Source: an optimization exercise on an open RTL-to-GDS flow (aim: small area, a short achievable clock period and few clock cycles per item). Production flows keep margins and buffers that such runs may drop. Only the layout flow was run in this run; the RTL was not checked for function there.

==> flow/design.v <==
module geofence (clk, reset, X, Y, valid, is_inside);
input clk;
input reset;
input [9:0] X;
input [9:0] Y;
output valid;
output is_inside;
reg  [2:0] cnt;             
reg  [9:0] px, py;
reg  signed [10:0] rx, ry, lx, ly;
reg  in_flag;
wire signed [10:0] dx = $signed({1'b0, X}) - $signed({1'b0, px});
wire signed [10:0] dy = $signed({1'b0, Y}) - $signed({1'b0, py});
wire tie_a = (ry > dy) | ((ry == dy) & (dx > rx));
wire tie_b = (dy > ly) | ((dy == ly) & (lx > dx));
wire pa, pb;
cross_pos u_a (.ux(rx), .uy(ry), .wx(dx), .wy(dy), .tie(tie_a), .pos(pa));  
cross_pos u_b (.ux(dx), .uy(dy), .wx(lx), .wy(ly), .tie(tie_b), .pos(pb));  
always @(posedge clk or posedge reset) begin
    if (reset) cnt <= 3'd0;
    else       cnt <= cnt + 3'd1;
end
always @(posedge clk) begin
    if (cnt == 3'd0) begin
        px <= X;
        py <= Y;
    end
    if (cnt == 3'd1 || (!pa && pb)) begin rx <= dx; ry <= dy; end
    if (cnt == 3'd1 || (pa && !pb)) begin lx <= dx; ly <= dy; end
    if (cnt == 3'd1)                in_flag <= 1'b0;
    else if (cnt != 3'd7 && !pa && !pb) in_flag <= 1'b1;
end
assign valid = (cnt == 3'd7);
assign is_inside = in_flag;
endmodule
module cross_pos (ux, uy, wx, wy, tie, pos);
input [10:0] ux, uy, wx, wy;
input tie;
output pos;
wire p1;
wire p2;
wire p3;
wire p4;
wire p5;
wire p6;
wire p7;
wire p8;
wire p9;
wire p10;
wire p11;
wire p12;
wire p13;
wire p14;
wire p15;
wire p16;
wire p17;
wire p18;
wire p19;
wire p20;
wire p21;
wire p22;
wire p23;
wire p24;
wire p25;
wire p26;
wire p27;
wire p28;
wire p29;
wire p30;
wire p31;
wire p32;
wire p33;
wire p34;
wire p35;
wire p36;
wire p37;
wire p38;
wire p39;
wire p40;
wire p41;
wire p42;
wire p43;
wire p44;
wire p45;
wire p46;
wire p47;
wire p48;
wire p49;
wire p50;
wire p51;
wire p52;
wire p53;
wire p54;
wire p55;
wire p56;
wire p57;
wire p58;
wire p59;
wire p60;
wire p61;
wire p62;
wire p63;
wire p64;
wire p65;
wire p66;
wire p67;
wire p68;
wire p69;
wire p70;
wire p71;
wire p72;
wire p73;
wire p74;
wire p75;
wire p76;
wire p77;
wire p78;
wire p79;
wire p80;
wire p81;
wire p82;
wire p83;
wire p84;
wire p85;
wire p86;
wire p87;
wire p88;
wire p89;
wire p90;
wire p91;
wire p92;
wire p93;
wire p94;
wire p95;
wire p96;
wire p97;
wire p98;
wire p99;
wire p100;
wire p101;
wire p102;
wire p103;
wire p104;
wire p105;
wire p106;
wire p107;
wire p108;
wire p109;
wire p110;
wire p111;
wire p112;
wire p113;
wire p114;
wire p115;
wire p116;
wire p117;
wire p118;
wire p119;
wire p120;
wire p121;
wire p122;
wire p123;
wire p124;
wire p125;
wire p126;
wire p127;
wire p128;
wire p129;
wire p130;
wire p131;
wire p132;
wire p133;
wire p134;
wire p135;
wire p136;
wire p137;
wire p138;
wire p139;
wire p140;
wire p141;
wire p142;
wire p143;
wire p144;
wire p145;
wire p146;
wire p147;
wire p148;
wire p149;
wire p150;
wire p151;
wire p152;
wire p153;
wire p154;
wire p155;
wire p156;
wire p157;
wire p158;
wire p159;
wire p160;
wire p161;
wire p162;
wire p163;
wire p164;
wire p165;
wire p166;
wire p167;
wire p168;
wire p169;
wire p170;
wire p171;
wire p172;
wire p173;
wire p174;
wire p175;
wire p176;
wire p177;
wire p178;
wire p179;
wire p180;
wire p181;
wire p182;
wire p183;
wire p184;
wire p185;
wire p186;
wire p187;
wire p188;
wire p189;
wire p190;
wire p191;
wire p192;
wire p193;
wire p194;
wire p195;
wire p196;
wire p197;
wire p198;
wire p199;
wire p200;
wire p201;
wire p202;
wire p203;
wire p204;
wire p205;
wire p206;
wire p207;
wire p208;
wire p209;
wire p210;
wire p211;
wire p212;
wire p213;
wire p214;
wire p215;
wire p216;
wire p217;
wire p218;
wire p219;
wire p220;
wire p221;
wire p222;
wire p223;
wire p224;
wire p225;
wire p226;
wire p227;
wire p228;
wire p229;
wire p230;
wire p231;
wire p232;
wire p233;
wire p234;
wire p235;
wire p236;
wire p237;
wire p238;
wire p239;
wire p240;
wire p241;
wire p242;
wire s243;
wire c244;
wire s245;
wire c246;
wire s247;
wire c248;
wire s249;
wire c250;
wire s251;
wire c252;
wire s253;
wire c254;
wire s255;
wire c256;
wire s257;
wire c258;
wire s259;
wire c260;
wire s261;
wire c262;
wire s263;
wire c264;
wire s265;
wire c266;
wire s267;
wire c268;
wire s269;
wire c270;
wire s271;
wire c272;
wire s273;
wire c274;
wire s275;
wire c276;
wire s277;
wire c278;
wire s279;
wire c280;
wire s281;
wire c282;
wire s283;
wire c284;
wire s285;
wire c286;
wire s287;
wire c288;
wire s289;
wire c290;
wire s291;
wire c292;
wire s293;
wire c294;
wire s295;
wire c296;
wire s297;
wire c298;
wire s299;
wire c300;
wire s301;
wire c302;
wire s303;
wire c304;
wire s305;
wire c306;
wire s307;
wire c308;
wire s309;
wire c310;
wire s311;
wire c312;
wire s313;
wire c314;
wire s315;
wire c316;
wire s317;
wire c318;
wire s319;
wire c320;
wire s321;
wire c322;
wire s323;
wire c324;
wire s325;
wire c326;
wire s327;
wire c328;
wire s329;
wire c330;
wire s331;
wire c332;
wire s333;
wire c334;
wire s335;
wire c336;
wire s337;
wire c338;
wire s339;
wire c340;
wire s341;
wire c342;
wire s343;
wire c344;
wire s345;
wire c346;
wire s347;
wire c348;
wire s349;
wire c350;
wire s351;
wire c352;
wire s353;
wire c354;
wire s355;
wire c356;
wire s357;
wire c358;
wire s359;
wire c360;
wire s361;
wire c362;
wire s363;
wire c364;
wire s365;
wire c366;
wire s367;
wire c368;
wire s369;
wire c370;
wire s371;
wire c372;
wire s373;
wire c374;
wire s375;
wire c376;
wire s377;
wire c378;
wire s379;
wire c380;
wire s381;
wire c382;
wire s383;
wire c384;
wire s385;
wire c386;
wire s387;
wire c388;
wire s389;
wire c390;
wire s391;
wire c392;
wire s393;
wire c394;
wire s395;
wire c396;
wire s397;
wire c398;
wire s399;
wire c400;
wire s401;
wire c402;
wire s403;
wire c404;
wire s405;
wire c406;
wire s407;
wire c408;
wire s409;
wire c410;
wire s411;
wire c412;
wire s413;
wire c414;
wire s415;
wire c416;
wire s417;
wire c418;
wire s419;
wire c420;
wire s421;
wire c422;
wire s423;
wire c424;
wire s425;
wire c426;
wire s427;
wire c428;
wire s429;
wire c430;
wire s431;
wire c432;
wire s433;
wire c434;
wire s435;
wire c436;
wire s437;
wire c438;
wire s439;
wire c440;
wire s441;
wire c442;
wire s443;
wire c444;
wire s445;
wire c446;
wire s447;
wire c448;
wire s449;
wire c450;
wire s451;
wire c452;
wire s453;
wire c454;
wire s455;
wire c456;
wire s457;
wire c458;
wire s459;
wire c460;
wire s461;
wire c462;
wire s463;
wire c464;
wire s465;
wire c466;
wire s467;
wire c468;
wire s469;
wire c470;
wire s471;
wire c472;
wire s473;
wire c474;
wire s475;
wire c476;
wire s477;
wire c478;
wire s479;
wire c480;
wire s481;
wire c482;
wire s483;
wire c484;
wire s485;
wire c486;
wire s487;
wire c488;
wire s489;
wire c490;
wire s491;
wire c492;
wire s493;
wire c494;
wire s495;
wire c496;
wire s497;
wire c498;
wire s499;
wire c500;
wire s501;
wire c502;
wire s503;
wire c504;
wire s505;
wire c506;
wire s507;
wire c508;
wire s509;
wire c510;
wire s511;
wire c512;
wire s513;
wire c514;
wire s515;
wire c516;
wire s517;
wire c518;
wire s519;
wire c520;
wire s521;
wire c522;
wire s523;
wire c524;
wire s525;
wire c526;
wire s527;
wire c528;
wire s529;
wire c530;
wire s531;
wire c532;
wire s533;
wire c534;
wire s535;
wire c536;
wire s537;
wire c538;
wire s539;
wire c540;
wire s541;
wire c542;
wire s543;
wire c544;
wire s545;
wire c546;
wire s547;
wire c548;
wire s549;
wire c550;
wire s551;
wire c552;
wire s553;
wire c554;
wire s555;
wire c556;
wire s557;
wire c558;
wire s559;
wire c560;
wire s561;
wire c562;
wire s563;
wire c564;
wire s565;
wire c566;
wire s567;
wire c568;
wire s569;
wire c570;
wire s571;
wire c572;
wire s573;
wire c574;
wire s575;
wire c576;
wire s577;
wire c578;
wire s579;
wire c580;
wire s581;
wire c582;
wire s583;
wire c584;
wire s585;
wire c586;
wire s587;
wire c588;
wire s589;
wire c590;
wire s591;
wire c592;
wire s593;
wire c594;
wire s595;
wire c596;
wire s597;
wire c598;
wire s599;
wire c600;
wire s601;
wire c602;
wire s603;
wire c604;
wire s605;
wire c606;
wire s607;
wire c608;
wire s609;
wire c610;
wire s611;
wire c612;
wire s613;
wire c614;
wire s615;
wire c616;
wire s617;
wire c618;
wire s619;
wire c620;
wire s621;
wire c622;
wire s623;
wire c624;
wire s625;
wire c626;
wire s627;
wire c628;
wire s629;
wire c630;
wire s631;
wire c632;
wire s633;
wire c634;
wire s635;
wire c636;
wire s637;
wire c638;
wire s639;
wire c640;
wire s641;
wire c642;
wire s643;
wire c644;
wire s645;
wire c646;
wire s647;
wire c648;
wire s649;
wire c650;
wire s651;
wire c652;
wire s653;
wire c654;
wire s655;
wire c656;
wire s657;
wire c658;
wire s659;
wire c660;
wire s661;
wire c662;
wire s663;
wire c664;
wire s665;
wire c666;
wire s667;
wire c668;
wire s669;
wire c670;
wire s671;
wire c672;
wire s673;
wire c674;
wire s675;
wire c676;
wire s677;
wire c678;
wire s679;
wire c680;
wire s681;
wire c682;
wire s683;
wire c684;
wire g685;
wire q686;
wire g687;
wire q688;
wire g689;
wire q690;
wire g691;
wire q692;
wire g693;
wire q694;
wire g695;
wire q696;
wire g697;
wire q698;
wire g699;
wire q700;
wire g701;
wire q702;
wire g703;
wire q704;
wire g705;
wire q706;
wire g707;
wire q708;
wire g709;
wire q710;
wire g711;
wire q712;
wire g713;
wire q714;
wire g715;
wire q716;
wire g717;
wire q718;
wire g719;
wire q720;
wire g721;
wire q722;
wire g723;
wire q724;
wire g725;
wire q726;
wire g727;
wire q728;
wire g729;
wire q730;
wire g731;
wire q732;
wire g733;
wire q734;
wire g735;
wire q736;
wire g737;
wire q738;
wire g739;
wire q740;
wire g741;
wire q742;
wire g743;
wire q744;
wire g745;
wire q746;
wire g747;
wire q748;
assign p1 = ux[0] & wy[0];
assign p2 = ux[0] & wy[1];
assign p3 = ux[0] & wy[2];
assign p4 = ux[0] & wy[3];
assign p5 = ux[0] & wy[4];
assign p6 = ux[0] & wy[5];
assign p7 = ux[0] & wy[6];
assign p8 = ux[0] & wy[7];
assign p9 = ux[0] & wy[8];
assign p10 = ux[0] & wy[9];
assign p11 = ~(ux[0] & wy[10]);
assign p12 = ux[1] & wy[0];
assign p13 = ux[1] & wy[1];
assign p14 = ux[1] & wy[2];
assign p15 = ux[1] & wy[3];
assign p16 = ux[1] & wy[4];
assign p17 = ux[1] & wy[5];
assign p18 = ux[1] & wy[6];
assign p19 = ux[1] & wy[7];
assign p20 = ux[1] & wy[8];
assign p21 = ux[1] & wy[9];
assign p22 = ~(ux[1] & wy[10]);
assign p23 = ux[2] & wy[0];
assign p24 = ux[2] & wy[1];
assign p25 = ux[2] & wy[2];
assign p26 = ux[2] & wy[3];
assign p27 = ux[2] & wy[4];
assign p28 = ux[2] & wy[5];
assign p29 = ux[2] & wy[6];
assign p30 = ux[2] & wy[7];
assign p31 = ux[2] & wy[8];
assign p32 = ux[2] & wy[9];
assign p33 = ~(ux[2] & wy[10]);
assign p34 = ux[3] & wy[0];
assign p35 = ux[3] & wy[1];
assign p36 = ux[3] & wy[2];
assign p37 = ux[3] & wy[3];
assign p38 = ux[3] & wy[4];
assign p39 = ux[3] & wy[5];
assign p40 = ux[3] & wy[6];
assign p41 = ux[3] & wy[7];
assign p42 = ux[3] & wy[8];
assign p43 = ux[3] & wy[9];
assign p44 = ~(ux[3] & wy[10]);
assign p45 = ux[4] & wy[0];
assign p46 = ux[4] & wy[1];
assign p47 = ux[4] & wy[2];
assign p48 = ux[4] & wy[3];
assign p49 = ux[4] & wy[4];
assign p50 = ux[4] & wy[5];
assign p51 = ux[4] & wy[6];
assign p52 = ux[4] & wy[7];
assign p53 = ux[4] & wy[8];
assign p54 = ux[4] & wy[9];
assign p55 = ~(ux[4] & wy[10]);
assign p56 = ux[5] & wy[0];
assign p57 = ux[5] & wy[1];
assign p58 = ux[5] & wy[2];
assign p59 = ux[5] & wy[3];
assign p60 = ux[5] & wy[4];
assign p61 = ux[5] & wy[5];
assign p62 = ux[5] & wy[6];
assign p63 = ux[5] & wy[7];
assign p64 = ux[5] & wy[8];
assign p65 = ux[5] & wy[9];
assign p66 = ~(ux[5] & wy[10]);
assign p67 = ux[6] & wy[0];
assign p68 = ux[6] & wy[1];
assign p69 = ux[6] & wy[2];
assign p70 = ux[6] & wy[3];
assign p71 = ux[6] & wy[4];
assign p72 = ux[6] & wy[5];
assign p73 = ux[6] & wy[6];
assign p74 = ux[6] & wy[7];
assign p75 = ux[6] & wy[8];
assign p76 = ux[6] & wy[9];
assign p77 = ~(ux[6] & wy[10]);
assign p78 = ux[7] & wy[0];
assign p79 = ux[7] & wy[1];
assign p80 = ux[7] & wy[2];
assign p81 = ux[7] & wy[3];
assign p82 = ux[7] & wy[4];
assign p83 = ux[7] & wy[5];
assign p84 = ux[7] & wy[6];
assign p85 = ux[7] & wy[7];
assign p86 = ux[7] & wy[8];
assign p87 = ux[7] & wy[9];
assign p88 = ~(ux[7] & wy[10]);
assign p89 = ux[8] & wy[0];
assign p90 = ux[8] & wy[1];
assign p91 = ux[8] & wy[2];
assign p92 = ux[8] & wy[3];
assign p93 = ux[8] & wy[4];
assign p94 = ux[8] & wy[5];
assign p95 = ux[8] & wy[6];
assign p96 = ux[8] & wy[7];
assign p97 = ux[8] & wy[8];
assign p98 = ux[8] & wy[9];
assign p99 = ~(ux[8] & wy[10]);
assign p100 = ux[9] & wy[0];
assign p101 = ux[9] & wy[1];
assign p102 = ux[9] & wy[2];
assign p103 = ux[9] & wy[3];
assign p104 = ux[9] & wy[4];
assign p105 = ux[9] & wy[5];
assign p106 = ux[9] & wy[6];
assign p107 = ux[9] & wy[7];
assign p108 = ux[9] & wy[8];
assign p109 = ux[9] & wy[9];
assign p110 = ~(ux[9] & wy[10]);
assign p111 = ~(ux[10] & wy[0]);
assign p112 = ~(ux[10] & wy[1]);
assign p113 = ~(ux[10] & wy[2]);
assign p114 = ~(ux[10] & wy[3]);
assign p115 = ~(ux[10] & wy[4]);
assign p116 = ~(ux[10] & wy[5]);
assign p117 = ~(ux[10] & wy[6]);
assign p118 = ~(ux[10] & wy[7]);
assign p119 = ~(ux[10] & wy[8]);
assign p120 = ~(ux[10] & wy[9]);
assign p121 = ux[10] & wy[10];
assign p122 = ~(uy[0] & wx[0]);
assign p123 = ~(uy[0] & wx[1]);
assign p124 = ~(uy[0] & wx[2]);
assign p125 = ~(uy[0] & wx[3]);
assign p126 = ~(uy[0] & wx[4]);
assign p127 = ~(uy[0] & wx[5]);
assign p128 = ~(uy[0] & wx[6]);
assign p129 = ~(uy[0] & wx[7]);
assign p130 = ~(uy[0] & wx[8]);
assign p131 = ~(uy[0] & wx[9]);
assign p132 = uy[0] & wx[10];
assign p133 = ~(uy[1] & wx[0]);
assign p134 = ~(uy[1] & wx[1]);
assign p135 = ~(uy[1] & wx[2]);
assign p136 = ~(uy[1] & wx[3]);
assign p137 = ~(uy[1] & wx[4]);
assign p138 = ~(uy[1] & wx[5]);
assign p139 = ~(uy[1] & wx[6]);
assign p140 = ~(uy[1] & wx[7]);
assign p141 = ~(uy[1] & wx[8]);
assign p142 = ~(uy[1] & wx[9]);
assign p143 = uy[1] & wx[10];
assign p144 = ~(uy[2] & wx[0]);
assign p145 = ~(uy[2] & wx[1]);
assign p146 = ~(uy[2] & wx[2]);
assign p147 = ~(uy[2] & wx[3]);
assign p148 = ~(uy[2] & wx[4]);
assign p149 = ~(uy[2] & wx[5]);
assign p150 = ~(uy[2] & wx[6]);
assign p151 = ~(uy[2] & wx[7]);
assign p152 = ~(uy[2] & wx[8]);
assign p153 = ~(uy[2] & wx[9]);
assign p154 = uy[2] & wx[10];
assign p155 = ~(uy[3] & wx[0]);
assign p156 = ~(uy[3] & wx[1]);
assign p157 = ~(uy[3] & wx[2]);
assign p158 = ~(uy[3] & wx[3]);
assign p159 = ~(uy[3] & wx[4]);
assign p160 = ~(uy[3] & wx[5]);
assign p161 = ~(uy[3] & wx[6]);
assign p162 = ~(uy[3] & wx[7]);
assign p163 = ~(uy[3] & wx[8]);
assign p164 = ~(uy[3] & wx[9]);
assign p165 = uy[3] & wx[10];
assign p166 = ~(uy[4] & wx[0]);
assign p167 = ~(uy[4] & wx[1]);
assign p168 = ~(uy[4] & wx[2]);
assign p169 = ~(uy[4] & wx[3]);
assign p170 = ~(uy[4] & wx[4]);
assign p171 = ~(uy[4] & wx[5]);
assign p172 = ~(uy[4] & wx[6]);
assign p173 = ~(uy[4] & wx[7]);
assign p174 = ~(uy[4] & wx[8]);
assign p175 = ~(uy[4] & wx[9]);
assign p176 = uy[4] & wx[10];
assign p177 = ~(uy[5] & wx[0]);
assign p178 = ~(uy[5] & wx[1]);
assign p179 = ~(uy[5] & wx[2]);
assign p180 = ~(uy[5] & wx[3]);
assign p181 = ~(uy[5] & wx[4]);
assign p182 = ~(uy[5] & wx[5]);
assign p183 = ~(uy[5] & wx[6]);
assign p184 = ~(uy[5] & wx[7]);
assign p185 = ~(uy[5] & wx[8]);
assign p186 = ~(uy[5] & wx[9]);
assign p187 = uy[5] & wx[10];
assign p188 = ~(uy[6] & wx[0]);
assign p189 = ~(uy[6] & wx[1]);
assign p190 = ~(uy[6] & wx[2]);
assign p191 = ~(uy[6] & wx[3]);
assign p192 = ~(uy[6] & wx[4]);
assign p193 = ~(uy[6] & wx[5]);
assign p194 = ~(uy[6] & wx[6]);
assign p195 = ~(uy[6] & wx[7]);
assign p196 = ~(uy[6] & wx[8]);
assign p197 = ~(uy[6] & wx[9]);
assign p198 = uy[6] & wx[10];
assign p199 = ~(uy[7] & wx[0]);
assign p200 = ~(uy[7] & wx[1]);
assign p201 = ~(uy[7] & wx[2]);
assign p202 = ~(uy[7] & wx[3]);
assign p203 = ~(uy[7] & wx[4]);
assign p204 = ~(uy[7] & wx[5]);
assign p205 = ~(uy[7] & wx[6]);
assign p206 = ~(uy[7] & wx[7]);
assign p207 = ~(uy[7] & wx[8]);
assign p208 = ~(uy[7] & wx[9]);
assign p209 = uy[7] & wx[10];
assign p210 = ~(uy[8] & wx[0]);
assign p211 = ~(uy[8] & wx[1]);
assign p212 = ~(uy[8] & wx[2]);
assign p213 = ~(uy[8] & wx[3]);
assign p214 = ~(uy[8] & wx[4]);
assign p215 = ~(uy[8] & wx[5]);
assign p216 = ~(uy[8] & wx[6]);
assign p217 = ~(uy[8] & wx[7]);
assign p218 = ~(uy[8] & wx[8]);
assign p219 = ~(uy[8] & wx[9]);
assign p220 = uy[8] & wx[10];
assign p221 = ~(uy[9] & wx[0]);
assign p222 = ~(uy[9] & wx[1]);
assign p223 = ~(uy[9] & wx[2]);
assign p224 = ~(uy[9] & wx[3]);
assign p225 = ~(uy[9] & wx[4]);
assign p226 = ~(uy[9] & wx[5]);
assign p227 = ~(uy[9] & wx[6]);
assign p228 = ~(uy[9] & wx[7]);
assign p229 = ~(uy[9] & wx[8]);
assign p230 = ~(uy[9] & wx[9]);
assign p231 = uy[9] & wx[10];
assign p232 = uy[10] & wx[0];
assign p233 = uy[10] & wx[1];
assign p234 = uy[10] & wx[2];
assign p235 = uy[10] & wx[3];
assign p236 = uy[10] & wx[4];
assign p237 = uy[10] & wx[5];
assign p238 = uy[10] & wx[6];
assign p239 = uy[10] & wx[7];
assign p240 = uy[10] & wx[8];
assign p241 = uy[10] & wx[9];
assign p242 = ~(uy[10] & wx[10]);
assign s243 = p1 ^ p122 ^ tie;
assign c244 = (p1 & p122) | (p1 & tie) | (p122 & tie);
assign s245 = 1'b1 ^ p12 ^ p123;
assign c246 = (1'b1 & p12) | (1'b1 & p123) | (p12 & p123);
assign s247 = p133 ^ p2 ^ s245;
assign c248 = (p133 & p2) | (p133 & s245) | (p2 & s245);
assign s249 = 1'b1 ^ p124 ^ p13;
assign c250 = (1'b1 & p124) | (1'b1 & p13) | (p124 & p13);
assign s251 = p134 ^ p144 ^ p23;
assign c252 = (p134 & p144) | (p134 & p23) | (p144 & p23);
assign s253 = p3 ^ c246 ^ s249;
assign c254 = (p3 & c246) | (p3 & s249) | (c246 & s249);
assign s255 = s251 ^ c248 ^ s253;
assign c256 = (s251 & c248) | (s251 & s253) | (c248 & s253);
assign s257 = 1'b1 ^ p125 ^ p135;
assign c258 = (1'b1 & p125) | (1'b1 & p135) | (p125 & p135);
assign s259 = p14 ^ p145 ^ p155;
assign c260 = (p14 & p145) | (p14 & p155) | (p145 & p155);
assign s261 = p24 ^ p34 ^ p4;
assign c262 = (p24 & p34) | (p24 & p4) | (p34 & p4);
assign s263 = c250 ^ c252 ^ s257;
assign c264 = (c250 & c252) | (c250 & s257) | (c252 & s257);
assign s265 = s259 ^ s261 ^ c254;
assign c266 = (s259 & s261) | (s259 & c254) | (s261 & c254);
assign s267 = s263 ^ c256 ^ s265;
assign c268 = (s263 & c256) | (s263 & s265) | (c256 & s265);
assign s269 = 1'b1 ^ p126 ^ p136;
assign c270 = (1'b1 & p126) | (1'b1 & p136) | (p126 & p136);
assign s271 = p146 ^ p15 ^ p156;
assign c272 = (p146 & p15) | (p146 & p156) | (p15 & p156);
assign s273 = p166 ^ p25 ^ p35;
assign c274 = (p166 & p25) | (p166 & p35) | (p25 & p35);
assign s275 = p45 ^ p5 ^ c258;
assign c276 = (p45 & p5) | (p45 & c258) | (p5 & c258);
assign s277 = c260 ^ c262 ^ s269;
assign c278 = (c260 & c262) | (c260 & s269) | (c262 & s269);
assign s279 = s271 ^ s273 ^ c264;
assign c280 = (s271 & s273) | (s271 & c264) | (s273 & c264);
assign s281 = s275 ^ s277 ^ c266;
assign c282 = (s275 & s277) | (s275 & c266) | (s277 & c266);
assign s283 = s279 ^ c268 ^ s281;
assign c284 = (s279 & c268) | (s279 & s281) | (c268 & s281);
assign s285 = 1'b1 ^ p127 ^ p137;
assign c286 = (1'b1 & p127) | (1'b1 & p137) | (p127 & p137);
assign s287 = p147 ^ p157 ^ p16;
assign c288 = (p147 & p157) | (p147 & p16) | (p157 & p16);
assign s289 = p167 ^ p177 ^ p26;
assign c290 = (p167 & p177) | (p167 & p26) | (p177 & p26);
assign s291 = p36 ^ p46 ^ p56;
assign c292 = (p36 & p46) | (p36 & p56) | (p46 & p56);
assign s293 = p6 ^ c270 ^ c272;
assign c294 = (p6 & c270) | (p6 & c272) | (c270 & c272);
assign s295 = c274 ^ s285 ^ s287;
assign c296 = (c274 & s285) | (c274 & s287) | (s285 & s287);
assign s297 = s289 ^ s291 ^ c276;
assign c298 = (s289 & s291) | (s289 & c276) | (s291 & c276);
assign s299 = c278 ^ s293 ^ s295;
assign c300 = (c278 & s293) | (c278 & s295) | (s293 & s295);
assign s301 = c280 ^ s297 ^ s299;
assign c302 = (c280 & s297) | (c280 & s299) | (s297 & s299);
assign s303 = c282 ^ s301 ^ c284;
assign c304 = (c282 & s301) | (c282 & c284) | (s301 & c284);
assign s305 = 1'b1 ^ p128 ^ p138;
assign c306 = (1'b1 & p128) | (1'b1 & p138) | (p128 & p138);
assign s307 = p148 ^ p158 ^ p168;
assign c308 = (p148 & p158) | (p148 & p168) | (p158 & p168);
assign s309 = p17 ^ p178 ^ p188;
assign c310 = (p17 & p178) | (p17 & p188) | (p178 & p188);
assign s311 = p27 ^ p37 ^ p47;
assign c312 = (p27 & p37) | (p27 & p47) | (p37 & p47);
assign s313 = p57 ^ p67 ^ p7;
assign c314 = (p57 & p67) | (p57 & p7) | (p67 & p7);
assign s315 = c286 ^ c288 ^ c290;
assign c316 = (c286 & c288) | (c286 & c290) | (c288 & c290);
assign s317 = c292 ^ s305 ^ s307;
assign c318 = (c292 & s305) | (c292 & s307) | (s305 & s307);
assign s319 = s309 ^ s311 ^ s313;
assign c320 = (s309 & s311) | (s309 & s313) | (s311 & s313);
assign s321 = c294 ^ c296 ^ s315;
assign c322 = (c294 & c296) | (c294 & s315) | (c296 & s315);
assign s323 = s317 ^ s319 ^ c298;
assign c324 = (s317 & s319) | (s317 & c298) | (s319 & c298);
assign s325 = c300 ^ s321 ^ s323;
assign c326 = (c300 & s321) | (c300 & s323) | (s321 & s323);
assign s327 = c302 ^ s325 ^ c304;
assign c328 = (c302 & s325) | (c302 & c304) | (s325 & c304);
assign s329 = 1'b1 ^ p129 ^ p139;
assign c330 = (1'b1 & p129) | (1'b1 & p139) | (p129 & p139);
assign s331 = p149 ^ p159 ^ p169;
assign c332 = (p149 & p159) | (p149 & p169) | (p159 & p169);
assign s333 = p179 ^ p18 ^ p189;
assign c334 = (p179 & p18) | (p179 & p189) | (p18 & p189);
assign s335 = p199 ^ p28 ^ p38;
assign c336 = (p199 & p28) | (p199 & p38) | (p28 & p38);
assign s337 = p48 ^ p58 ^ p68;
assign c338 = (p48 & p58) | (p48 & p68) | (p58 & p68);
assign s339 = p78 ^ p8 ^ c306;
assign c340 = (p78 & p8) | (p78 & c306) | (p8 & c306);
assign s341 = c308 ^ c310 ^ c312;
assign c342 = (c308 & c310) | (c308 & c312) | (c310 & c312);
assign s343 = c314 ^ s329 ^ s331;
assign c344 = (c314 & s329) | (c314 & s331) | (s329 & s331);
assign s345 = s333 ^ s335 ^ s337;
assign c346 = (s333 & s335) | (s333 & s337) | (s335 & s337);
assign s347 = c316 ^ c318 ^ c320;
assign c348 = (c316 & c318) | (c316 & c320) | (c318 & c320);
assign s349 = s339 ^ s341 ^ s343;
assign c350 = (s339 & s341) | (s339 & s343) | (s341 & s343);
assign s351 = s345 ^ c322 ^ s347;
assign c352 = (s345 & c322) | (s345 & s347) | (c322 & s347);
assign s353 = s349 ^ c324 ^ s351;
assign c354 = (s349 & c324) | (s349 & s351) | (c324 & s351);
assign s355 = c326 ^ s353 ^ c328;
assign c356 = (c326 & s353) | (c326 & c328) | (s353 & c328);
assign s357 = 1'b1 ^ p130 ^ p140;
assign c358 = (1'b1 & p130) | (1'b1 & p140) | (p130 & p140);
assign s359 = p150 ^ p160 ^ p170;
assign c360 = (p150 & p160) | (p150 & p170) | (p160 & p170);
assign s361 = p180 ^ p19 ^ p190;
assign c362 = (p180 & p19) | (p180 & p190) | (p19 & p190);
assign s363 = p200 ^ p210 ^ p29;
assign c364 = (p200 & p210) | (p200 & p29) | (p210 & p29);
assign s365 = p39 ^ p49 ^ p59;
assign c366 = (p39 & p49) | (p39 & p59) | (p49 & p59);
assign s367 = p69 ^ p79 ^ p89;
assign c368 = (p69 & p79) | (p69 & p89) | (p79 & p89);
assign s369 = p9 ^ c330 ^ c332;
assign c370 = (p9 & c330) | (p9 & c332) | (c330 & c332);
assign s371 = c334 ^ c336 ^ c338;
assign c372 = (c334 & c336) | (c334 & c338) | (c336 & c338);
assign s373 = s357 ^ s359 ^ s361;
assign c374 = (s357 & s359) | (s357 & s361) | (s359 & s361);
assign s375 = s363 ^ s365 ^ s367;
assign c376 = (s363 & s365) | (s363 & s367) | (s365 & s367);
assign s377 = c340 ^ c342 ^ c344;
assign c378 = (c340 & c342) | (c340 & c344) | (c342 & c344);
assign s379 = c346 ^ s369 ^ s371;
assign c380 = (c346 & s369) | (c346 & s371) | (s369 & s371);
assign s381 = s373 ^ s375 ^ c348;
assign c382 = (s373 & s375) | (s373 & c348) | (s375 & c348);
assign s383 = c350 ^ s377 ^ s379;
assign c384 = (c350 & s377) | (c350 & s379) | (s377 & s379);
assign s385 = c352 ^ s381 ^ s383;
assign c386 = (c352 & s381) | (c352 & s383) | (s381 & s383);
assign s387 = c354 ^ s385 ^ c356;
assign c388 = (c354 & s385) | (c354 & c356) | (s385 & c356);
assign s389 = 1'b1 ^ p10 ^ p100;
assign c390 = (1'b1 & p10) | (1'b1 & p100) | (p10 & p100);
assign s391 = p131 ^ p141 ^ p151;
assign c392 = (p131 & p141) | (p131 & p151) | (p141 & p151);
assign s393 = p161 ^ p171 ^ p181;
assign c394 = (p161 & p171) | (p161 & p181) | (p171 & p181);
assign s395 = p191 ^ p20 ^ p201;
assign c396 = (p191 & p20) | (p191 & p201) | (p20 & p201);
assign s397 = p211 ^ p221 ^ p30;
assign c398 = (p211 & p221) | (p211 & p30) | (p221 & p30);
assign s399 = p40 ^ p50 ^ p60;
assign c400 = (p40 & p50) | (p40 & p60) | (p50 & p60);
assign s401 = p70 ^ p80 ^ p90;
assign c402 = (p70 & p80) | (p70 & p90) | (p80 & p90);
assign s403 = c358 ^ c360 ^ c362;
assign c404 = (c358 & c360) | (c358 & c362) | (c360 & c362);
assign s405 = c364 ^ c366 ^ c368;
assign c406 = (c364 & c366) | (c364 & c368) | (c366 & c368);
assign s407 = s389 ^ s391 ^ s393;
assign c408 = (s389 & s391) | (s389 & s393) | (s391 & s393);
assign s409 = s395 ^ s397 ^ s399;
assign c410 = (s395 & s397) | (s395 & s399) | (s397 & s399);
assign s411 = s401 ^ c370 ^ c372;
assign c412 = (s401 & c370) | (s401 & c372) | (c370 & c372);
assign s413 = c374 ^ c376 ^ s403;
assign c414 = (c374 & c376) | (c374 & s403) | (c376 & s403);
assign s415 = s405 ^ s407 ^ s409;
assign c416 = (s405 & s407) | (s405 & s409) | (s407 & s409);
assign s417 = c378 ^ c380 ^ s411;
assign c418 = (c378 & c380) | (c378 & s411) | (c380 & s411);
assign s419 = s413 ^ s415 ^ c382;
assign c420 = (s413 & s415) | (s413 & c382) | (s415 & c382);
assign s421 = c384 ^ s417 ^ s419;
assign c422 = (c384 & s417) | (c384 & s419) | (s417 & s419);
assign s423 = c386 ^ s421 ^ c388;
assign c424 = (c386 & s421) | (c386 & c388) | (s421 & c388);
assign s425 = 1'b1 ^ p101 ^ p11;
assign c426 = (1'b1 & p101) | (1'b1 & p11) | (p101 & p11);
assign s427 = p111 ^ p132 ^ p142;
assign c428 = (p111 & p132) | (p111 & p142) | (p132 & p142);
assign s429 = p152 ^ p162 ^ p172;
assign c430 = (p152 & p162) | (p152 & p172) | (p162 & p172);
assign s431 = p182 ^ p192 ^ p202;
assign c432 = (p182 & p192) | (p182 & p202) | (p192 & p202);
assign s433 = p21 ^ p212 ^ p222;
assign c434 = (p21 & p212) | (p21 & p222) | (p212 & p222);
assign s435 = p232 ^ p31 ^ p41;
assign c436 = (p232 & p31) | (p232 & p41) | (p31 & p41);
assign s437 = p51 ^ p61 ^ p71;
assign c438 = (p51 & p61) | (p51 & p71) | (p61 & p71);
assign s439 = p81 ^ p91 ^ c390;
assign c440 = (p81 & p91) | (p81 & c390) | (p91 & c390);
assign s441 = c392 ^ c394 ^ c396;
assign c442 = (c392 & c394) | (c392 & c396) | (c394 & c396);
assign s443 = c398 ^ c400 ^ c402;
assign c444 = (c398 & c400) | (c398 & c402) | (c400 & c402);
assign s445 = s425 ^ s427 ^ s429;
assign c446 = (s425 & s427) | (s425 & s429) | (s427 & s429);
assign s447 = s431 ^ s433 ^ s435;
assign c448 = (s431 & s433) | (s431 & s435) | (s433 & s435);
assign s449 = s437 ^ c404 ^ c406;
assign c450 = (s437 & c404) | (s437 & c406) | (c404 & c406);
assign s451 = c408 ^ c410 ^ s439;
assign c452 = (c408 & c410) | (c408 & s439) | (c410 & s439);
assign s453 = s441 ^ s443 ^ s445;
assign c454 = (s441 & s443) | (s441 & s445) | (s443 & s445);
assign s455 = s447 ^ c412 ^ c414;
assign c456 = (s447 & c412) | (s447 & c414) | (c412 & c414);
assign s457 = s449 ^ c416 ^ s451;
assign c458 = (s449 & c416) | (s449 & s451) | (c416 & s451);
assign s459 = s453 ^ c418 ^ s455;
assign c460 = (s453 & c418) | (s453 & s455) | (c418 & s455);
assign s461 = s457 ^ c420 ^ s459;
assign c462 = (s457 & c420) | (s457 & s459) | (c420 & s459);
assign s463 = c422 ^ s461 ^ c424;
assign c464 = (c422 & s461) | (c422 & c424) | (s461 & c424);
assign s465 = 1'b1 ^ p102 ^ p112;
assign c466 = (1'b1 & p102) | (1'b1 & p112) | (p102 & p112);
assign s467 = p143 ^ p153 ^ p163;
assign c468 = (p143 & p153) | (p143 & p163) | (p153 & p163);
assign s469 = p173 ^ p183 ^ p193;
assign c470 = (p173 & p183) | (p173 & p193) | (p183 & p193);
assign s471 = p203 ^ p213 ^ p22;
assign c472 = (p203 & p213) | (p203 & p22) | (p213 & p22);
assign s473 = p223 ^ p233 ^ p32;
assign c474 = (p223 & p233) | (p223 & p32) | (p233 & p32);
assign s475 = p42 ^ p52 ^ p62;
assign c476 = (p42 & p52) | (p42 & p62) | (p52 & p62);
assign s477 = p72 ^ p82 ^ p92;
assign c478 = (p72 & p82) | (p72 & p92) | (p82 & p92);
assign s479 = c426 ^ c428 ^ c430;
assign c480 = (c426 & c428) | (c426 & c430) | (c428 & c430);
assign s481 = c432 ^ c434 ^ c436;
assign c482 = (c432 & c434) | (c432 & c436) | (c434 & c436);
assign s483 = c438 ^ s465 ^ s467;
assign c484 = (c438 & s465) | (c438 & s467) | (s465 & s467);
assign s485 = s469 ^ s471 ^ s473;
assign c486 = (s469 & s471) | (s469 & s473) | (s471 & s473);
assign s487 = s475 ^ s477 ^ c440;
assign c488 = (s475 & s477) | (s475 & c440) | (s477 & c440);
assign s489 = c442 ^ c444 ^ c446;
assign c490 = (c442 & c444) | (c442 & c446) | (c444 & c446);
assign s491 = c448 ^ s479 ^ s481;
assign c492 = (c448 & s479) | (c448 & s481) | (s479 & s481);
assign s493 = s483 ^ s485 ^ c450;
assign c494 = (s483 & s485) | (s483 & c450) | (s485 & c450);
assign s495 = c452 ^ s487 ^ c454;
assign c496 = (c452 & s487) | (c452 & c454) | (s487 & c454);
assign s497 = s489 ^ s491 ^ s493;
assign c498 = (s489 & s491) | (s489 & s493) | (s491 & s493);
assign s499 = c456 ^ c458 ^ s495;
assign c500 = (c456 & c458) | (c456 & s495) | (c458 & s495);
assign s501 = s497 ^ c460 ^ s499;
assign c502 = (s497 & c460) | (s497 & s499) | (c460 & s499);
assign s503 = c462 ^ s501 ^ c464;
assign c504 = (c462 & s501) | (c462 & c464) | (s501 & c464);
assign s505 = p103 ^ p113 ^ p154;
assign c506 = (p103 & p113) | (p103 & p154) | (p113 & p154);
assign s507 = p164 ^ p174 ^ p184;
assign c508 = (p164 & p174) | (p164 & p184) | (p174 & p184);
assign s509 = p194 ^ p204 ^ p214;
assign c510 = (p194 & p204) | (p194 & p214) | (p204 & p214);
assign s511 = p224 ^ p234 ^ p33;
assign c512 = (p224 & p234) | (p224 & p33) | (p234 & p33);
assign s513 = p43 ^ p53 ^ p63;
assign c514 = (p43 & p53) | (p43 & p63) | (p53 & p63);
assign s515 = p73 ^ p83 ^ p93;
assign c516 = (p73 & p83) | (p73 & p93) | (p83 & p93);
assign s517 = c466 ^ c468 ^ c470;
assign c518 = (c466 & c468) | (c466 & c470) | (c468 & c470);
assign s519 = c472 ^ c474 ^ c476;
assign c520 = (c472 & c474) | (c472 & c476) | (c474 & c476);
assign s521 = c478 ^ s505 ^ s507;
assign c522 = (c478 & s505) | (c478 & s507) | (s505 & s507);
assign s523 = s509 ^ s511 ^ s513;
assign c524 = (s509 & s511) | (s509 & s513) | (s511 & s513);
assign s525 = s515 ^ c480 ^ c482;
assign c526 = (s515 & c480) | (s515 & c482) | (c480 & c482);
assign s527 = c484 ^ c486 ^ s517;
assign c528 = (c484 & c486) | (c484 & s517) | (c486 & s517);
assign s529 = s519 ^ s521 ^ s523;
assign c530 = (s519 & s521) | (s519 & s523) | (s521 & s523);
assign s531 = c488 ^ c490 ^ c492;
assign c532 = (c488 & c490) | (c488 & c492) | (c490 & c492);
assign s533 = s525 ^ s527 ^ s529;
assign c534 = (s525 & s527) | (s525 & s529) | (s527 & s529);
assign s535 = c494 ^ c496 ^ s531;
assign c536 = (c494 & c496) | (c494 & s531) | (c496 & s531);
assign s537 = s533 ^ c498 ^ s535;
assign c538 = (s533 & c498) | (s533 & s535) | (c498 & s535);
assign s539 = c500 ^ s537 ^ c502;
assign c540 = (c500 & s537) | (c500 & c502) | (s537 & c502);
assign s541 = p104 ^ p114 ^ p165;
assign c542 = (p104 & p114) | (p104 & p165) | (p114 & p165);
assign s543 = p175 ^ p185 ^ p195;
assign c544 = (p175 & p185) | (p175 & p195) | (p185 & p195);
assign s545 = p205 ^ p215 ^ p225;
assign c546 = (p205 & p215) | (p205 & p225) | (p215 & p225);
assign s547 = p235 ^ p44 ^ p54;
assign c548 = (p235 & p44) | (p235 & p54) | (p44 & p54);
assign s549 = p64 ^ p74 ^ p84;
assign c550 = (p64 & p74) | (p64 & p84) | (p74 & p84);
assign s551 = p94 ^ c506 ^ c508;
assign c552 = (p94 & c506) | (p94 & c508) | (c506 & c508);
assign s553 = c510 ^ c512 ^ c514;
assign c554 = (c510 & c512) | (c510 & c514) | (c512 & c514);
assign s555 = c516 ^ s541 ^ s543;
assign c556 = (c516 & s541) | (c516 & s543) | (s541 & s543);
assign s557 = s545 ^ s547 ^ s549;
assign c558 = (s545 & s547) | (s545 & s549) | (s547 & s549);
assign s559 = c518 ^ c520 ^ c522;
assign c560 = (c518 & c520) | (c518 & c522) | (c520 & c522);
assign s561 = c524 ^ s551 ^ s553;
assign c562 = (c524 & s551) | (c524 & s553) | (s551 & s553);
assign s563 = s555 ^ s557 ^ c526;
assign c564 = (s555 & s557) | (s555 & c526) | (s557 & c526);
assign s565 = c528 ^ c530 ^ s559;
assign c566 = (c528 & c530) | (c528 & s559) | (c530 & s559);
assign s567 = s561 ^ s563 ^ c532;
assign c568 = (s561 & s563) | (s561 & c532) | (s563 & c532);
assign s569 = c534 ^ s565 ^ c536;
assign c570 = (c534 & s565) | (c534 & c536) | (s565 & c536);
assign s571 = s567 ^ c538 ^ s569;
assign c572 = (s567 & c538) | (s567 & s569) | (c538 & s569);
assign s573 = p105 ^ p115 ^ p176;
assign c574 = (p105 & p115) | (p105 & p176) | (p115 & p176);
assign s575 = p186 ^ p196 ^ p206;
assign c576 = (p186 & p196) | (p186 & p206) | (p196 & p206);
assign s577 = p216 ^ p226 ^ p236;
assign c578 = (p216 & p226) | (p216 & p236) | (p226 & p236);
assign s579 = p55 ^ p65 ^ p75;
assign c580 = (p55 & p65) | (p55 & p75) | (p65 & p75);
assign s581 = p85 ^ p95 ^ c542;
assign c582 = (p85 & p95) | (p85 & c542) | (p95 & c542);
assign s583 = c544 ^ c546 ^ c548;
assign c584 = (c544 & c546) | (c544 & c548) | (c546 & c548);
assign s585 = c550 ^ s573 ^ s575;
assign c586 = (c550 & s573) | (c550 & s575) | (s573 & s575);
assign s587 = s577 ^ s579 ^ c552;
assign c588 = (s577 & s579) | (s577 & c552) | (s579 & c552);
assign s589 = c554 ^ c556 ^ c558;
assign c590 = (c554 & c556) | (c554 & c558) | (c556 & c558);
assign s591 = s581 ^ s583 ^ s585;
assign c592 = (s581 & s583) | (s581 & s585) | (s583 & s585);
assign s593 = c560 ^ c562 ^ s587;
assign c594 = (c560 & c562) | (c560 & s587) | (c562 & s587);
assign s595 = s589 ^ s591 ^ c564;
assign c596 = (s589 & s591) | (s589 & c564) | (s591 & c564);
assign s597 = c566 ^ s593 ^ s595;
assign c598 = (c566 & s593) | (c566 & s595) | (s593 & s595);
assign s599 = c568 ^ s597 ^ c570;
assign c600 = (c568 & s597) | (c568 & c570) | (s597 & c570);
assign s601 = p106 ^ p116 ^ p187;
assign c602 = (p106 & p116) | (p106 & p187) | (p116 & p187);
assign s603 = p197 ^ p207 ^ p217;
assign c604 = (p197 & p207) | (p197 & p217) | (p207 & p217);
assign s605 = p227 ^ p237 ^ p66;
assign c606 = (p227 & p237) | (p227 & p66) | (p237 & p66);
assign s607 = p76 ^ p86 ^ p96;
assign c608 = (p76 & p86) | (p76 & p96) | (p86 & p96);
assign s609 = c574 ^ c576 ^ c578;
assign c610 = (c574 & c576) | (c574 & c578) | (c576 & c578);
assign s611 = c580 ^ s601 ^ s603;
assign c612 = (c580 & s601) | (c580 & s603) | (s601 & s603);
assign s613 = s605 ^ s607 ^ c582;
assign c614 = (s605 & s607) | (s605 & c582) | (s607 & c582);
assign s615 = c584 ^ c586 ^ s609;
assign c616 = (c584 & c586) | (c584 & s609) | (c586 & s609);
assign s617 = s611 ^ c588 ^ c590;
assign c618 = (s611 & c588) | (s611 & c590) | (c588 & c590);
assign s619 = s613 ^ c592 ^ s615;
assign c620 = (s613 & c592) | (s613 & s615) | (c592 & s615);
assign s621 = c594 ^ s617 ^ s619;
assign c622 = (c594 & s617) | (c594 & s619) | (s617 & s619);
assign s623 = c596 ^ s621 ^ c598;
assign c624 = (c596 & s621) | (c596 & c598) | (s621 & c598);
assign s625 = p107 ^ p117 ^ p198;
assign c626 = (p107 & p117) | (p107 & p198) | (p117 & p198);
assign s627 = p208 ^ p218 ^ p228;
assign c628 = (p208 & p218) | (p208 & p228) | (p218 & p228);
assign s629 = p238 ^ p77 ^ p87;
assign c630 = (p238 & p77) | (p238 & p87) | (p77 & p87);
assign s631 = p97 ^ c602 ^ c604;
assign c632 = (p97 & c602) | (p97 & c604) | (c602 & c604);
assign s633 = c606 ^ c608 ^ s625;
assign c634 = (c606 & c608) | (c606 & s625) | (c608 & s625);
assign s635 = s627 ^ s629 ^ c610;
assign c636 = (s627 & s629) | (s627 & c610) | (s629 & c610);
assign s637 = c612 ^ s631 ^ s633;
assign c638 = (c612 & s631) | (c612 & s633) | (s631 & s633);
assign s639 = c614 ^ c616 ^ s635;
assign c640 = (c614 & c616) | (c614 & s635) | (c616 & s635);
assign s641 = s637 ^ c618 ^ c620;
assign c642 = (s637 & c618) | (s637 & c620) | (c618 & c620);
assign s643 = s639 ^ s641 ^ c622;
assign c644 = (s639 & s641) | (s639 & c622) | (s641 & c622);
assign s645 = p108 ^ p118 ^ p209;
assign c646 = (p108 & p118) | (p108 & p209) | (p118 & p209);
assign s647 = p219 ^ p229 ^ p239;
assign c648 = (p219 & p229) | (p219 & p239) | (p229 & p239);
assign s649 = p88 ^ p98 ^ c626;
assign c650 = (p88 & p98) | (p88 & c626) | (p98 & c626);
assign s651 = c628 ^ c630 ^ s645;
assign c652 = (c628 & c630) | (c628 & s645) | (c630 & s645);
assign s653 = s647 ^ c632 ^ c634;
assign c654 = (s647 & c632) | (s647 & c634) | (c632 & c634);
assign s655 = s649 ^ s651 ^ c636;
assign c656 = (s649 & s651) | (s649 & c636) | (s651 & c636);
assign s657 = c638 ^ s653 ^ s655;
assign c658 = (c638 & s653) | (c638 & s655) | (s653 & s655);
assign s659 = c640 ^ s657 ^ c642;
assign c660 = (c640 & s657) | (c640 & c642) | (s657 & c642);
assign s661 = p109 ^ p119 ^ p220;
assign c662 = (p109 & p119) | (p109 & p220) | (p119 & p220);
assign s663 = p230 ^ p240 ^ p99;
assign c664 = (p230 & p240) | (p230 & p99) | (p240 & p99);
assign s665 = c646 ^ c648 ^ s661;
assign c666 = (c646 & c648) | (c646 & s661) | (c648 & s661);
assign s667 = s663 ^ c650 ^ c652;
assign c668 = (s663 & c650) | (s663 & c652) | (c650 & c652);
assign s669 = s665 ^ c654 ^ s667;
assign c670 = (s665 & c654) | (s665 & s667) | (c654 & s667);
assign s671 = c656 ^ s669 ^ c658;
assign c672 = (c656 & s669) | (c656 & c658) | (s669 & c658);
assign s673 = p110 ^ p120 ^ p231;
assign c674 = (p110 & p120) | (p110 & p231) | (p120 & p231);
assign s675 = p241 ^ c662 ^ c664;
assign c676 = (p241 & c662) | (p241 & c664) | (c662 & c664);
assign s677 = s673 ^ c666 ^ s675;
assign c678 = (s673 & c666) | (s673 & s675) | (c666 & s675);
assign s679 = c668 ^ s677 ^ c670;
assign c680 = (c668 & s677) | (c668 & c670) | (s677 & c670);
assign s681 = p121 ^ p242 ^ c674;
assign c682 = (p121 & p242) | (p121 & c674) | (p242 & c674);
assign s683 = c676 ^ s681 ^ c678;
assign c684 = (c676 & s681) | (c676 & c678) | (s681 & c678);
assign g685 = s247 & c244;
assign q686 = s247 | c244;
assign g687 = s539 & c504;
assign q688 = s539 | c504;
assign g689 = s571 & c540;
assign q690 = s571 | c540;
assign g691 = c572 & s599;
assign q692 = c572 | s599;
assign g693 = s623 & c600;
assign q694 = s623 | c600;
assign g695 = s643 & c624;
assign q696 = s643 | c624;
assign g697 = s659 & c644;
assign q698 = s659 | c644;
assign g699 = s671 & c660;
assign q700 = s671 | c660;
assign g701 = s679 & c672;
assign q702 = s679 | c672;
assign g703 = s683 & c680;
assign q704 = s683 | c680;
assign g705 = c682 & c684;
assign q706 = c682 | c684;
assign g707 = g685 | (q686 & 1'b0);
assign q708 = q686 & s243;
assign g709 = 1'b0 | (s267 & 1'b0);
assign q710 = s267 & s255;
assign g711 = 1'b0 | (s303 & 1'b0);
assign q712 = s303 & s283;
assign g713 = 1'b0 | (s355 & 1'b0);
assign q714 = s355 & s327;
assign g715 = 1'b0 | (s423 & 1'b0);
assign q716 = s423 & s387;
assign g717 = 1'b0 | (s503 & 1'b0);
assign q718 = s503 & s463;
assign g719 = g689 | (q690 & g687);
assign q720 = q690 & q688;
assign g721 = g693 | (q694 & g691);
assign q722 = q694 & q692;
assign g723 = g697 | (q698 & g695);
assign q724 = q698 & q696;
assign g725 = g701 | (q702 & g699);
assign q726 = q702 & q700;
assign g727 = g705 | (q706 & g703);
assign q728 = q706 & q704;
assign g729 = g709 | (q710 & g707);
assign q730 = q710 & q708;
assign g731 = g713 | (q714 & g711);
assign q732 = q714 & q712;
assign g733 = g717 | (q718 & g715);
assign q734 = q718 & q716;
assign g735 = g721 | (q722 & g719);
assign q736 = q722 & q720;
assign g737 = g725 | (q726 & g723);
assign q738 = q726 & q724;
assign g739 = g731 | (q732 & g729);
assign q740 = q732 & q730;
assign g741 = g735 | (q736 & g733);
assign q742 = q736 & q734;
assign g743 = g727 | (q728 & g737);
assign q744 = q728 & q738;
assign g745 = g741 | (q742 & g739);
assign q746 = q742 & q740;
assign g747 = g743 | (q744 & g745);
assign q748 = q744 & q746;
assign pos = ~(g747 ^ 1'b1);
endmodule
==> flow/run.sh <==
#!/bin/bash
# synth_recipe.tcl (not shown) runs the flow's synth.tcl, then flattens the netlist and writes it again
# the make line also repeats each setting of config.mk as NAME=value (left out here)
make -C /OpenROAD-flow-scripts/flow DESIGN_CONFIG=/design/flow/config.mk WORK_HOME=/design/flow/orfs CLKGATE_MAP_FILE= SYNTH_SCRIPT=/design/flow/synth_recipe.tcl finish
==> flow/config.mk <==
export PLATFORM = sky130hd
export DESIGN_NAME = geofence
export DESIGN_NICKNAME = geofence
export VERILOG_FILES = /design/flow/design.v
export SDC_FILE = /design/flow/constraint.sdc
export NUM_CORES = 4
export LEC_CHECK = 0
export CAP_MARGIN = 20
export CORE_MARGIN = 2
export CORE_UTILIZATION = 40
export SLEW_MARGIN = 20
==> flow/constraint.sdc <==
create_clock -name core_clock -period 12.0 [get_ports {clk}]
set_input_delay 2.4000 -clock core_clock [delete_from_list [all_inputs] [get_ports {clk}]]
set_output_delay 2.4000 -clock core_clock [all_outputs]
set_load 0.01 [all_outputs]
==> run summary <==
==> routing by layer <==
| layer | up-vias | global-route usage [%] |
|---|---|---|
| li1 | 5961 | - |
| met1 | 7155 | 34.7 |
| met2 | 763 | 41.1 |
| met3 | 157 | 5.72 |
| met4 | 0 | 10.7 |
| met5 | - | 0 |
==> per-stage QoR <==
step	hold slack (ns)	setup WS, ns
floorplan	0.448	0.725
global placement	0.461	0.291
detailed placement	0.496	0.137
CTS	0.505	0.397
global route	0.553	0.250
finish	0.487	0.711
==> flip-flops by register name (all words and copies together) (netlist names) <==
signal   cells
in_flag      1
ry          11
rx          11
ly          11
cnt          3
px          10
py          10
lx          11
==> cells by family (layout without fill, tap and decap cells) <==
kind of cell / count (synthesis) / after routing / share of synthesized area (%)
AO/OA/AOI/OAI: 190 / 190 / 7.79
flip-flops: 68 / 68 / 11.0
other: 0 / 2 / 0
multiplexers: 44 / 44 / 2.52
XOR/XNOR: 12 / 12 / 0.573
adder cells (fa/ha/maj): 513 / 513 / 52.1
AND/OR/NAND/NOR: 557 / 557 / 14.5
buffers and inverters: 559 / 568 / 11.5
==> cells in the final DEF (no fill, tap or decap), types with 4 or more instances in the layout <==
cell / synthesis / final
o31ai_1: 23 / 23
o21ai_0: 15 / 15
clkinv_1: 6 / 6
a31oi_1: 12 / 12
buf_4: 0 / 72
a21oi_1: 27 / 23
nand4_1: 10 / 10
inv_1: 451 / 451
mux2_2: 17 / 17
nand3_1: 22 / 22
o21a_1: 4 / 4
nor2_1: 122 / 122
a221oi_1: 4 / 4
clkdlybuf4s50_1: 0 / 23
o31a_1: 10 / 10
or3_1: 7 / 7
a21o_1: 7 / 7
o21ai_1: 8 / 7
and2_1: 57 / 57
o211ai_1: 20 / 20
edfxtp_1: 64 / 64
a211oi_1: 5 / 5
nand2b_1: 59 / 59
fa_1: 420 / 420
xor2_1: 6 / 4
nor3_1: 28 / 27
ha_1: 91 / 91
o211a_1: 28 / 28
nand2_1: 198 / 198
mux2i_1: 27 / 27
and3_1: 18 / 18
nor2b_1: 19 / 18
clkbuf_16: 0 / 9
==> synthesized netlist by cell type, types with 12 or more instances <==
cell type  number
and2_1         57
a31oi_1        12
edfxtp_1       64
o31ai_1        23
nor3_1         28
nor2b_1        19
nor2_1        122
o21ai_0        15
nand3_1        22
nand2_1       198
clkbuf_1       91
ha_1           91
o211ai_1       20
inv_1         451
mux2_2         17
a21oi_1        27
mux2i_1        27
o211a_1        28
nand2b_1       59
fa_1          420
and3_1         18
==> area by class of cell <==
cell class                 count  area (µm²)  share of cell area [%]
multi-input combinational   1316       14300                    72.0
sequential                    68        2020                    10.1
inverter                     458        1720                    8.64
timing repair buffer          95         771                    3.87
tap                          600         751                    3.77
clock buffer                  10         229                    1.15
clock inverter                 5        77.6                   0.390
antenna                        2        5.00                  0.0252
==> worst max-delay path by stage <==
stage | start | slack (ns) | cells past startpoint | end
after floorplan | Y[0] | 0.73 | 32 | rx[0]$_DFFE_PP_
after global placement | Y[0] | 0.29 | 31 | rx[6]$_DFFE_PP_
after detailed placement | X[0] | 0.14 | 31 | rx[5]$_DFFE_PP_
after CTS | X[0] | 0.40 | 31 | rx[8]$_DFFE_PP_
after global routing | X[0] | 0.25 | 31 | rx[0]$_DFFE_PP_
final | X[0] | 0.71 | 31 | rx[6]$_DFFE_PP_
==> critical path: cells and delay by family <==
family | cells | cell delay [ns]
fa+ha+maj | 12 | 4.82
compound gates | 5 | 1.52
buf+inv | 8 | 1.19
simple gates | 5 | 1.01
xor+xnor | 1 | 0.31
==> run summary <==
outcome finished clean; Avg Cell Area, Syn 9.44 µm²; Rel. slew slack 28.4%; minimum clock period after layout 11.29 ns; total of cells resized after clock tree synthesis 0; start point of the worst min-delay path cnt[0]$_DFF_PP0_; Post-Route Skew 0.00747 ns; placed cell count 2537; worst reg2reg path endpoint rx[6]$_DFFE_PP_; WHS Path Cells 1; Horiz. Die Dim 218 µm; core footprint 45300 µm²; post-synthesis to final-layout area growth 8.41%; clock network latency to the later pin of the worst-skew pair 0.35 ns; vias per cell 5.50; RSZ-0062 raised after global routing no; number of hold violations in the final report 0; number of buffers inserted for hold repair after clock tree synthesis 0; start-to-end type of the worst setup path primary input to flip-flop; num ports 24; period utilization 94.1%; fillers 4456; proportion of netlist area held by the largest area contributor 45.8%; count of non-filler cells in the finished layout 2554; worst reg-to-reg setup slack 2.93 ns; number of antenna violations at the first check in global routing 0; TritonCTS buffer count 9; routed via count 14036; number of global-route vias before repair 15455; PortBufs 23; root buffer cell clkbuf_16; Setup violations, final 0; post-synthesis sequential area ratio 11.0%; routed wire length on met3 5960 µm; area leader, netlist fa_1; most used cell, CP fa_1; highest routing layer actually used met4; die boundary height 218 µm; main area contributors after synthesis fa_1 (46%), edfxtp_1 (10%), inv_1 (9.2%); post-route ant nets 0; worst-case reg-to-reg path depth 29; Total GRT Usage 26.0%; design area 19900 µm²; startpoint types primary input; clock transition at the register clock pins on the worst setup and hold paths after CTS 0.06 ns; pin count of the biggest net entering global routing 28; number of distinct library cells after synthesis 69; count of buffers added by post-CTS timing repair for setup 0; cell area after synthesis 18400 µm²; top_reg_cell synth edfxtp_1; DRC violation count after routing 0; hold crit path type flip-flop to flip-flop; site row count 78; instance area at placement 19600 µm²; crit-path max FO 22; flop and latch count out of synthesis 68; origin of the critical flop-to-flop path px[0]$_DFFE_PN_; Crit path largest cell delay 0.61 ns; total detailed-routing wirelength 58700 µm; effective utilization at floorplan 40.5%; summed negative setup slack over all endpoints 0 ns; post-synth net total 2476; violation count after the first detailed-route iteration 1426; synthesized instance count 1943; signal arrival time at the worst endpoint 11.27 ns; H-tree depth 3; CP max-delay cell o21ai_4; met2 wire len 26500 µm; Req. time, crit path 11.98 ns; floorplan die area 47600 µm²; number of max-slew violations in the final report 0; actual transition at the worst max-transition pin 1.07 ns; # clock sinks 68; count of nets after finishing 2481; share of final-layout standard cells stronger than drive strength 1 6.30%; Met1 Wirelength 23500 µm; wire length of the first global-routing pass 91800 µm; Final GP Congestion 0.939; synthesis warning total 1; first-pass detailed-route iteration total 7; Hold Path End cnt[0]$_DFF_PP0_; endpoint class of the critical path flip-flop; clock tree from TritonCTS done; maximum clock frequency 88.6 MHz; drt wl/cell 23.0 µm; number of enable-type register cells in the synthesized netlist 64; number of maximum-capacitance violations 0; Remaining Overflow, GRT 0; final core utilization 43.9%; Max Root-Sink Buffers 2; asr flop ratio synth 4.41%; Detailed Place HPWL 45700 µm

==> port drivers added, routing unchanged <==
In the flow no input, the clock included, has a driving cell. The finished layout below was timed again as built, in two steps. Step 1: set_driving_cell puts a clkbuf_16 on clk and a buf_2 on each other input, an assumption about the parent block. Step 2 adds t to the input delays and takes it off the output delays; t is the mean of the earliest and latest rising clock arrival at the registers after step 1. Input paths then give back, and output paths get back, about the clock's delay inside the block. Slacks: ideal / step 1 / step 2; pairs: ideal / step 1.
t, ns: 0.395
setup slack, ns: 0.711 / 0.737 / 0.342
worst slew at a driven data input, ns: 0.04
cell pins on the clock port's net: 1
After both steps this run still meets setup and hold. For this run, drivers alone change the setup slack by +0.026 ns; drivers and shift together by -0.369 ns.
